Context: an optimization exercise on an open-source flow, tuned for small area. The choices shown serve that exercise and are no tape-out recipe.
Where RTL was checked, it was by simulation tests only, not by an equivalence proof against the original.
Power is estimated from default activity; no workload was simulated.

Setup of main:
## FinalProject
module FinalProject(answer, submit, clk, rst, redOut, greenOut, LCD_ON, LCD_RW, LCD_EN, LCD_RS, LCD_DATA);
Size: ~940 cells after synthesis, roughly 28 I/O pins.
clock: 10.0 ns
lec_check: 0
cap_margin: 20
core_margin: 2
core_utilization: 40
slew_margin: 20
standard.sh (not shown) runs the stock make flow with config.mk's settings and CLKGATE_MAP_FILE= SYNTH_SCRIPT=/design/flow/synth_recipe.tcl, a recipe that flattens the netlist after the stock synthesis.
==> flow/flow/run.sh <==
#!/bin/bash
# Own layout flow: the standard ORFS flow (standard.sh), with two
# changes: synthesis maps the logic with an area-oriented ABC script
# (flow/abc_area.script, in a copy of ORFS's scripts folder), and clock tree
# synthesis uses fewer, larger clusters and no dummy loads.
set -euo pipefail
W=$PWD
rm -rf "$W/scr"
cp -r "$FLOW_HOME/scripts" "$W/scr"
cp "$W/flow/abc_area.script" "$W/scr/abc_area.script"
CTS="$(cat "$W/flow/cts_args.txt")"
bash "$W/standard.sh" SCRIPTS_DIR="$W/scr" ABC_AREA=1 "CTS_ARGS=$CTS" finish > "$W/orfs_make.log" 2>&1
==> flow/flow/abc_area.script <==
strash
&get -n
&deepsyn -T 30
&dch
&nf -R 1000
&put
topo
==> flow/flow/cts_args.txt <==
-sink_clustering_enable -repair_clock_nets -dont_use_dummy_load -buf_list sky130_fd_sc_hd__clkbuf_16 -sink_clustering_size 30 -sink_clustering_max_diameter 100
main | stages: all done | timing, DRC, antenna: all pass
What the feature branch does differently from main at the input level:
==> flow/flow/cts_args.txt <==
-sink_clustering_enable -repair_clock_nets -dont_use_dummy_load -buf_list sky130_fd_sc_hd__clkbuf_8 -sink_clustering_size 20 -sink_clustering_max_diameter 60
Results
Compared with main, in the feature branch die area saw little to no change; number of cells upsized or downsized after cts essentially unchanged; smallest setup slack after layout shrank by 0.059 ns.
Function was not checked in any run of this note: the RTL went through the layout flow alone.

* * *

## lane 1
Another version of the RTL of FinalProject (not shown whole).
Size in the first run: about 710 cells after synthesis, ~200 flip-flops, roughly 28 I/O pins, roughly 7900 um2 of cells after synthesis.
export LEC_CHECK = 0
export CAP_MARGIN = 20
export CORE_MARGIN = 2
export CORE_UTILIZATION = 65
export SLEW_MARGIN = 20
create_clock -name core_clock -period 10.0 [get_ports {clk}]
==> flow/flow/run.sh <==
#!/bin/bash
# Own layout flow: the standard ORFS flow (standard.sh), with these
# changes: synthesis leaves adders to ABC (no half/full-adder cells) and maps
# the logic with an area-oriented ABC script (flow/abc_area.script, in a copy
# of ORFS's scripts folder); clock tree synthesis uses the options in
# flow/cts_args.txt (larger clusters, no dummy loads); the ports get the
# buffer cell named in flow/buffer_ports_args.txt.
set -euo pipefail
W=$PWD
rm -rf "$W/scr"
cp -r "$FLOW_HOME/scripts" "$W/scr"
cp "$W/flow/abc_area.script" "$W/scr/abc_area.script"
CTS="$(cat "$W/flow/cts_args.txt")"
EXTRA=()
if [[ -f "$W/flow/buffer_ports_args.txt" ]]; then EXTRA+=("BUFFER_PORTS_ARGS=$(cat "$W/flow/buffer_ports_args.txt")"); fi
bash "$W/standard.sh" SCRIPTS_DIR="$W/scr" ABC_AREA=1 ADDER_MAP_FILE= "CTS_ARGS=$CTS" "${EXTRA[@]}" finish > "$W/orfs_make.log" 2>&1
==> flow/flow/buffer_ports_args.txt <==
-buffer_cell sky130_fd_sc_hd__buf_1
==> flow/flow/cts_args.txt <==
-sink_clustering_enable -repair_clock_nets -dont_use_dummy_load -buf_list sky130_fd_sc_hd__buf_6 -sink_clustering_size 20 -sink_clustering_max_diameter 50
Scripts as last shown in full above: flow/flow/abc_area.script
Inputs modified between lane 1 and lane 2:
-- flow/flow/run.sh --
<<< lane 1, line 4
# the logic with an area-oriented ABC script (flow/abc_area.script, in a copy
# of ORFS's scripts folder); clock tree synthesis uses the options in
# flow/cts_args.txt (larger clusters, no dummy loads); the ports get the
# buffer cell named in flow/buffer_ports_args.txt.
set -euo pipefail
>>> lane 2, line 4
# the logic with an area-oriented ABC script (flow/abc_area.script, in a copy
# of ORFS's scripts folder); clock tree synthesis uses the options in
# flow/cts_args.txt (buf_6 clock buffers, no dummy loads); the ports get the
# buffer cell named in flow/buffer_ports_args.txt.
set -euo pipefail
[summary]
- From lane 1 to lane 2, number of global-route vias before repair did not move at all.
- Lane 2 against lane 1: clock skew neither gained nor lost much, clock-pin slew reported for the worst setup and hold paths after clock tree synthesis neither gained nor lost much, final area neither gained nor lost much, I/O pin count neither gained nor lost much, switching power of the nets neither gained nor lost much.
- Re setup slack: no difference whatsoever between lane 2 and lane 1.

port drivers added, routing unchanged:
The results above use ideal ports. As a check the final layouts listed here were re-extracted and re-timed, cells and wires unchanged. Step 1, drivers: a clkbuf_16 drives clk and a buf_2 each remaining input, both assumed. Step 2 times the ports against the registers' clock, not the clock port: input delays grow and output delays shrink by t, the midpoint of the rising clock arrivals with the driver on. Three values: ideal ports, drivers, drivers and shift; two values: the first two.
run | t, ns | slack for setup (ns) | hold WS [ns] | cell pins on the clock port's net
main | 0.493 | 5.710 / 5.667 / 6.049 | 0.253 / 0.253 / 0.253 | 1
the feature branch | 0.554 | 5.651 / 5.613 / 6.028 | 0.241 / 0.241 / 0.241 | 1
lane 1 | 0.459 | 4.242 / 4.242 / 4.242 | 0.303 / 0.303 / 0.303 | 1
lane 2 | 0.459 | 4.242 / 4.242 / 4.242 | 0.303 / 0.303 / 0.303 | 1
After both steps every run listed still meets setup and hold.
